Context: an optimization exercise on an open-source flow, tuned for small area. The choices shown serve that exercise and are no tape-out recipe. The RTL was checked by simulation tests, not by an equivalence proof against the original design. No driver is modelled on the clock port, so clock power and skew are understated where the tree is cut down; a real chip needs a root buffer or a tree. Power and IR drop assume default switching activity.

==> trial 16 <==
// water_detection
module water_detection(
    input wire clk,
    input wire rst,
    input btn7,
    input btn0,
    input [3:0] row_in,
    output [3:0] col,
    output [6:0] segment7,
    output [7:0] row,
    output [7:0] green_led,
    output [7:0] red_led,
    output [7:0] select,
    output beep,
    output dp
);
    reg [2:0] k;
    reg [1:0] m3;
    reg [2:0] r5;
    reg [4:0] q25;
    reg [2:0] j;
    wire r5_wrap = r5[2];                    
    wire q_wrap  = q25[4] & q25[3];          
    wire j_en    = r5_wrap & q_wrap;
    always @(posedge clk) begin
        if (rst) begin
            k   <= 3'd0;
            m3  <= 2'd0;
            r5  <= 3'd0;
            q25 <= 5'd0;
            j   <= 3'd0;
        end else begin
            k   <= k + 3'd1;
            m3  <= {m3[0], ~(m3[1] | m3[0])};
            r5  <= {r5[1] & r5[0], r5[1] ^ r5[0], ~(r5[2] | r5[0])};
            q25 <= q_wrap & r5_wrap ? 5'd0 : q25 + {4'd0, r5_wrap};
            j   <= j + {2'd0, j_en};
        end
    end
    wire [2:0] m = k - 3'd1;                 
    assign col = ~(4'b0001 << k[1:0]);
    assign select = {col[0], 4'b1111, col[3:1]};
    assign row = ~(8'b0000_0001 << m);
    wire rv = (row_in == 4'b1110) | (row_in == 4'b1101) |
              (row_in == 4'b1011) | (row_in == 4'b0111);
    wire [1:0] rix = {~(row_in[3] & row_in[2]), ~(row_in[3] & row_in[1])};
    reg       ku_v;
    reg [1:0] ku_r;
  ...
==> flow/config.mk <==
export PLATFORM = sky130hd
export DESIGN_NAME = water_detection
export DESIGN_NICKNAME = water_detection
export VERILOG_FILES = /design/flow/design.v
export SDC_FILE = /design/flow/constraint.sdc
export NUM_CORES = 4
export LEC_CHECK = 0
export CAP_MARGIN = 20
export CORE_MARGIN = 2
export CORE_UTILIZATION = 40
export SLEW_MARGIN = 20
==> flow/constraint.sdc <==
create_clock -name core_clock -period 10.0 [get_ports {clk}]
set_input_delay 2.0000 -clock core_clock [delete_from_list [all_inputs] [get_ports {clk}]]
set_output_delay 2.0000 -clock core_clock [all_outputs]
set_load 0.01 [all_outputs]
standard.sh (not shown) runs the stock make flow with config.mk's settings and CLKGATE_MAP_FILE= SYNTH_SCRIPT=/design/flow/synth_recipe.tcl, a recipe that flattens the netlist after the stock synthesis.
==> flow/flow/run.sh <==
#!/bin/bash
# Own layout flow:
#  1. the standard synthesis, unchanged (standard.sh synth);
#  2. the combinational logic between the registers is re-optimised for
#     area by ABC (the flip-flop instances are kept as they are, as black
#     boxes, so every register keeps its name and cell);
#  3. the rest of the standard ORFS flow, with the port buffers made of the
#     smallest buffer cell.
# Every tool's output goes to a log file of its own in this folder.
set -euo pipefail
HERE=$(pwd)
RES=$HERE/orfs/results/$FLOW_PLATFORM/water_detection/base
LIB=$FLOW_HOME/platforms/$FLOW_PLATFORM/lib/sky130_fd_sc_hd__tt_025C_1v80.lib
YOSYS=$(command -v yosys || echo $FLOW_HOME/../tools/install/yosys/bin/yosys)
export BUFFER_PORTS_ARGS="-buffer_cell sky130_fd_sc_hd__buf_1"
export CTS_ARGS="${CTS_ARGS_OVERRIDE:--sink_clustering_enable -repair_clock_nets -dont_use_dummy_load -root_buf sky130_fd_sc_hd__clkbuf_8 -buf_list sky130_fd_sc_hd__clkbuf_4}"

bash standard.sh synth > 1_standard_synth.log 2>&1

cp $RES/1_2_yosys.v $HERE/1_2_yosys_standard.v
python3 flow/mkmodels.py $LIB $HERE/cell_models.v > mkmodels.log 2>&1
cat > resyn.abc <<'EOA'
strash
&get -n
&deepsyn -T 20
&put
&get -n
&dch -f
&nf -R 1000
&put
topo
EOA
DU=""
for c in $(sed -n '/^export DONT_USE_CELLS/,/^$/p' $FLOW_HOME/platforms/$FLOW_PLATFORM/config.mk | tr -d '\\' | grep -o 'sky130_fd_sc_hd__[a-z0-9_]*'); do DU="$DU -dont_use $c"; done
cat > resyn.ys <<EOY
read_liberty -lib $LIB
read_verilog -overwrite $HERE/cell_models.v
read_verilog $HERE/1_2_yosys_standard.v
hierarchy -top $FLOW_TOP
flatten
opt -purge
techmap
opt -purge
abc -liberty $LIB -script $HERE/resyn.abc $DU
opt_clean -purge
hilomap -singleton -hicell sky130_fd_sc_hd__conb_1 HI -locell sky130_fd_sc_hd__conb_1 LO
splitnets
opt_clean -purge
tee -o $HERE/resyn_stat.txt stat -liberty $LIB
write_verilog -noattr -noexpr -nohex -nodec $HERE/1_2_yosys_resyn.v
EOY
$YOSYS -s resyn.ys > resyn_yosys.log 2>&1
cp $HERE/1_2_yosys_resyn.v $RES/1_2_yosys.v
rm -f $RES/1_synth.odb $RES/1_synth.sdc

bash standard.sh finish > standard_finish.log 2>&1
==> flow/flow/mkmodels.py <==
# Writes Verilog models of the sky130hd combinational cells from the liberty
# 'function' attributes, so a mapped netlist can be re-optimised by ABC.
import re, sys
lib = open(sys.argv[1]).read()
out = []
for m in re.finditer(r'\n\s*cell\s*\(\s*"?(\w+)"?\s*\)\s*\{', lib):
    name = m.group(1)
    # find the body of the cell by brace matching
    i = m.end(); depth = 1
    while depth:
        c = lib[i]
        if c == '{': depth += 1
        elif c == '}': depth -= 1
        i += 1
    body = lib[m.end():i]
    if re.search(r'\b(ff|latch|statetable)\s*\(', body): continue
    pins = re.findall(r'\bpin\s*\(\s*"?(\w+)"?\s*\)\s*\{(.*?)\n\s*\}', body, re.S)
    ins = []; outs = []
    for pn, pb in pins:
        d = re.search(r'direction\s*:\s*"?(\w+)"?', pb)
        if not d: continue
        if d.group(1) == 'input': ins.append(pn)
        elif d.group(1) == 'output':
            f = re.search(r'function\s*:\s*"([^"]*)"', pb)
            if not f: break
            outs.append((pn, f.group(1)))
    else:
        if not outs: continue
        def conv(f):
            f = f.replace('!', '~').replace('+', '|').replace('*', '&').replace('^', '^')
            # implicit AND: "A B" -> "A & B"
            f = re.sub(r'(\w|\))\s+(?=[\w~(])', r'\1 & ', f)
            return f
        ports = ins + [o for o, _ in outs]
        s = 'module %s(%s);\n' % (name, ', '.join(ports))
        for p in ins: s += '  input %s;\n' % p
        for o, f in outs: s += '  output %s;\n  assign %s = %s;\n' % (o, o, conv(f))
        s += 'endmodule\n'
        out.append(s)
open(sys.argv[2], 'w').write('\n'.join(out))
==> inputs of build 82, as changes to trial 16 <==
--- a/flow/design.v
+++ b/flow/design.v
@@ -62,51 +62,42 @@
     assign select = {col[0], 4'b1111, col[3:1]};
     assign row = ~(8'b0000_0001 << m);
     wire rv = (row_in == 4'b1110) | (row_in == 4'b1101) |
               (row_in == 4'b1011) | (row_in == 4'b0111);
     wire [1:0] rix = {~(row_in[3] & row_in[2]), ~(row_in[3] & row_in[1])};
-    reg       ku_v;
-    reg [1:0] ku_r;
-    always @(posedge clk) begin
-        ku_v <= ~rst & rv;
-        ku_r <= rix;
-    end
-    wire [1:0] km1 = k[1:0] - 2'd1;
-    wire [3:0] ku = {ku_r, km1};
-    wire valid = ku_v & ~&ku;
+    reg [3:0] ku;                            
+    always @(posedge clk) begin
+        ku <= (rst | ~rv) ? 4'hf : {rix, k[1:0]};
+    end
+    wire valid = ~&ku;
+    wire match = (kpre == ku);
     reg [3:0] kpre;                          
     reg [5:0] kcnt;                          
-    wire match = (kpre == ku);
+    reg [3:0] val;                           
     wire [5:0] kcnt_nx = {kcnt[4:0], ~(kcnt[5] ^ kcnt[4])};
     localparam [5:0] S60 = 6'd40;
     wire at60 = (kcnt == S60);
     wire acc = valid & match & at60;
-    reg [1:0] vt;
     always @(posedge clk) begin
         if (rst) begin
             kcnt <= 6'd0;
             kpre <= 4'hf;
-            vt   <= 2'd0;
+            val  <= 4'hf;
         end else begin
             if (valid) begin
                 kcnt <= (match & ~at60) ? kcnt_nx : 6'd0;
                 kpre <= ku;
             end
-            if (~valid)
-                vt <= 2'd0;
-            else if (acc)
-                vt <= (ku == 4'b0010) ? 2'd1 : (ku[1] & ku[0]) ? 2'd0 : 2'd2;
-            else if (vt == 2'd2)
-                vt <= 2'd3;
+            if (~valid | acc) val <= ku;
         end
     end
     reg [11:0] number;                       
     always @(posedge clk) begin
-        if (rst | (vt == 2'd1))
+        if (rst | (val == 4'b0010))
             number <= 12'hfff;
-        else if (vt[1])
-            number <= {number[7:0], vt[0] ? number[3:0] : kpre};
+        else if (~(val[1] & val[0]))
+            number <= {number[7:0], val};
     end
     wire b0_rise, b7_rise;
     debounce dbs0 (.clk(clk), .rst(rst), .key(btn0), .rise(b0_rise));
     debounce dbs7 (.clk(clk), .rst(rst), .key(btn7), .rise(b7_rise));
     reg mode;
==> flow/flow/run.sh (replaced) <==
#!/bin/bash
# Standard ORFS layout, with the port buffers made of the smallest buffer
# cell and a smaller clock tree without dummy loads.
cp standard.sh standard_copy.log
export BUFFER_PORTS_ARGS="-buffer_cell sky130_fd_sc_hd__buf_1"
export CTS_ARGS="-sink_clustering_enable -repair_clock_nets -dont_use_dummy_load -buf_list sky130_fd_sc_hd__clkbuf_4 -sink_clustering_size 24 -sink_clustering_max_diameter 60"
bash standard.sh > standard.log 2>&1
removed: flow/flow/mkmodels.py
==> inputs of build 3, as changes to trial 16 <==
--- a/flow/flow/run.sh
+++ b/flow/flow/run.sh
@@ -11,11 +11,12 @@
 HERE=$(pwd)
 RES=$HERE/orfs/results/$FLOW_PLATFORM/water_detection/base
 LIB=$FLOW_HOME/platforms/$FLOW_PLATFORM/lib/sky130_fd_sc_hd__tt_025C_1v80.lib
 YOSYS=$(command -v yosys || echo $FLOW_HOME/../tools/install/yosys/bin/yosys)
 export BUFFER_PORTS_ARGS="-buffer_cell sky130_fd_sc_hd__buf_1"
-export CTS_ARGS="${CTS_ARGS_OVERRIDE:--sink_clustering_enable -repair_clock_nets -dont_use_dummy_load -root_buf sky130_fd_sc_hd__clkbuf_8 -buf_list sky130_fd_sc_hd__clkbuf_4}"
+export PRE_CTS_TCL=$HERE/flow/cts_pre.tcl
+export MANUAL_CTS_DIR=$HERE/flow
 
 bash standard.sh synth > 1_standard_synth.log 2>&1
 
 cp $RES/1_2_yosys.v $HERE/1_2_yosys_standard.v
 python3 flow/mkmodels.py $LIB $HERE/cell_models.v > mkmodels.log 2>&1
==> flow/flow/cts_pre.tcl (new file) <==
# PRE_CTS hook: build the clock tree by hand (flow/manual_cts.tcl) and turn
# the clock_tree_synthesis call that follows in cts.tcl into a no-op.
source $::env(MANUAL_CTS_DIR)/manual_cts.tcl
manual_clock_tree sky130_fd_sc_hd__clkbuf_8 2
proc clock_tree_synthesis { args } {
  puts "clock_tree_synthesis skipped: clock tree built by manual_clock_tree"
}
set_propagated_clock [all_clocks]
==> flow/flow/manual_cts.tcl (new file) <==
# Clock distribution without TritonCTS: the flip-flops are split into
# 2^levels equal groups by recursive bisection of their positions, and each
# group gets one clock buffer at its centre, driven from the clock port.
proc mcts_split { sinks levels axis } {
  if { $levels == 0 } { return [list $sinks] }
  set idx [expr { $axis == 0 ? 1 : 2 }]
  set s [lsort -integer -index $idx $sinks]
  set h [expr { [llength $s] / 2 }]
  set a [lrange $s 0 [expr { $h - 1 }]]
  set b [lrange $s $h end]
  return [concat [mcts_split $a [expr { $levels - 1 }] [expr { 1 - $axis }]] \
                 [mcts_split $b [expr { $levels - 1 }] [expr { 1 - $axis }]]]
}
proc manual_clock_tree { cell levels } {
  set db [ord::get_db]
  set block [[$db getChip] getBlock]
  set clknet [[$block findBTerm clk] getNet]
  set master [$db findMaster $cell]
  set sinks {}
  foreach it [$clknet getITerms] {
    set inst [$it getInst]
    set box [$inst getBBox]
    set x [expr { ([$box xMin] + [$box xMax]) / 2 }]
    set y [expr { ([$box yMin] + [$box yMax]) / 2 }]
    lappend sinks [list $it $x $y]
  }
  set xspan [expr { [lindex [lsort -integer -index 1 $sinks] end 1] - [lindex [lsort -integer -index 1 $sinks] 0 1] }]
  set yspan [expr { [lindex [lsort -integer -index 2 $sinks] end 2] - [lindex [lsort -integer -index 2 $sinks] 0 2] }]
  set groups [mcts_split $sinks $levels [expr { $xspan >= $yspan ? 0 : 1 }]]
  set c 0
  foreach g $groups {
    set buf [odb::dbInst_create $block $master clkbuf_leaf_$c]
    set net [odb::dbNet_create $block clknet_leaf_$c]
    $net setSigType CLOCK
    set sx 0; set sy 0
    foreach s $g {
      set it [lindex $s 0]
      $it disconnect
      $it connect $net
      set sx [expr { $sx + [lindex $s 1] }]
      set sy [expr { $sy + [lindex $s 2] }]
    }
    set n [llength $g]
    [$buf findITerm A] connect $clknet
    [$buf findITerm X] connect $net
    $buf setLocation [expr { $sx / $n }] [expr { $sy / $n }]
    $buf setPlacementStatus PLACED
    puts "manual_clock_tree: clkbuf_leaf_$c ($cell) drives $n clock pins"
    incr c
  }
}
==> comparison table <==
|  | build 82 | build 3 | trial 16 |
|---|---|---|---|
| Number of multi-input combinational cells in the layout | 310 | 233 | 233 |
| Initial DRC Count | 98 | 104 | 102 |
| Height of the chip | 98.1 um | 85.6 um | 85.6 um |
| Met1 routing resource usage after global routing | 0.199 | 0.226 | 0.236 |
| Total power per unit cell area | 149 nW/um^2 | 132 nW/um^2 | 150 nW/um^2 |
| Fraction of area in clock buffers and inverters | 0.0182 | - | 0.0402 |
| Area of combinational cells with multiple inputs | 1940 sq um | 1350 sq um | 1350 sq um |
| Data buffer area share | 0.0508 | - | 0.0609 |
| CORE AREA | 8640 sq um | 6390 sq um | 6390 sq um |
| Sequential cell area | 1340 sq um | 1280 sq um | 1280 sq um |
| Cell at the root of the clock tree | clkbuf_4 | - | clkbuf_8 |
| Design Area, Final | 3720 sq um | 3010 sq um | 3080 sq um |
| WHS Endpoint | m3[0] | p2[3] | p2[3] |
| Via count of the first global-routing pass | 2709 | 2063 | 2080 |
| Reg2Reg Capture Point | p1[0] | vt[1] | vt[1] |
| CP most frequent cell | a21oi_1 | nand2_1 | nand2_1 |
| Number of standard cells in the layout, taps in and fillers out | 554 | 438 | 443 |
| Power in the clock group | 0.120 mW | 0.100 mW | 0.164 mW |
| Run status | timing/DRC/antenna clean | timing/DRC/antenna clean | timing/DRC/antenna clean |
| Grt met2 use | 0.251 | 0.259 | 0.259 |
| Critical path capture point | red_led[3] | segment7[3] | segment7[3] |
| Share of cell area taken by flip-flops and latches | 0.361 | 0.425 | 0.416 |
| Combinational group share of total power | 0.238 | 0.084 | 0.072 |
| Clock-pin slew on the worst setup and hold paths | 100 ps | 90 ps | 60 ps |
In build 3 the design's own scripts or RTL, not TritonCTS, make the clock network.

-- static timing again, ports no longer ideal --
Ports are ideal in the flow. The routed layouts listed here were re-timed in OpenROAD.
Step 1, drivers: a clkbuf_16 drives clk and a buf_2 each remaining input, both assumed.
Step 2 also shifts input and output timing later by t, the mid clock arrival at the registers, as if the neighbouring blocks saw the same clock.
a / b / c = no drivers / after step 1 / after step 2; a / b = the first two.
run	t (ns)	setup WS [ns]	worst hold slack (ns)	slew at the worst register clock pin (ns)	cell pins on the clock port's net
trial 16	0.358	5.275 / 5.246 / 5.604	0.412 / 0.412 / 0.412	0.07 / 0.07	1
build 82	0.415	4.671 / 4.643 / 5.059	0.414 / 0.414 / 0.414	0.12 / 0.12	1
build 3	0.209	5.426 / 5.369 / 5.578	0.422 / 0.422 / 0.422	0.10 / 0.10	4
After both steps every run listed still meets setup and hold.
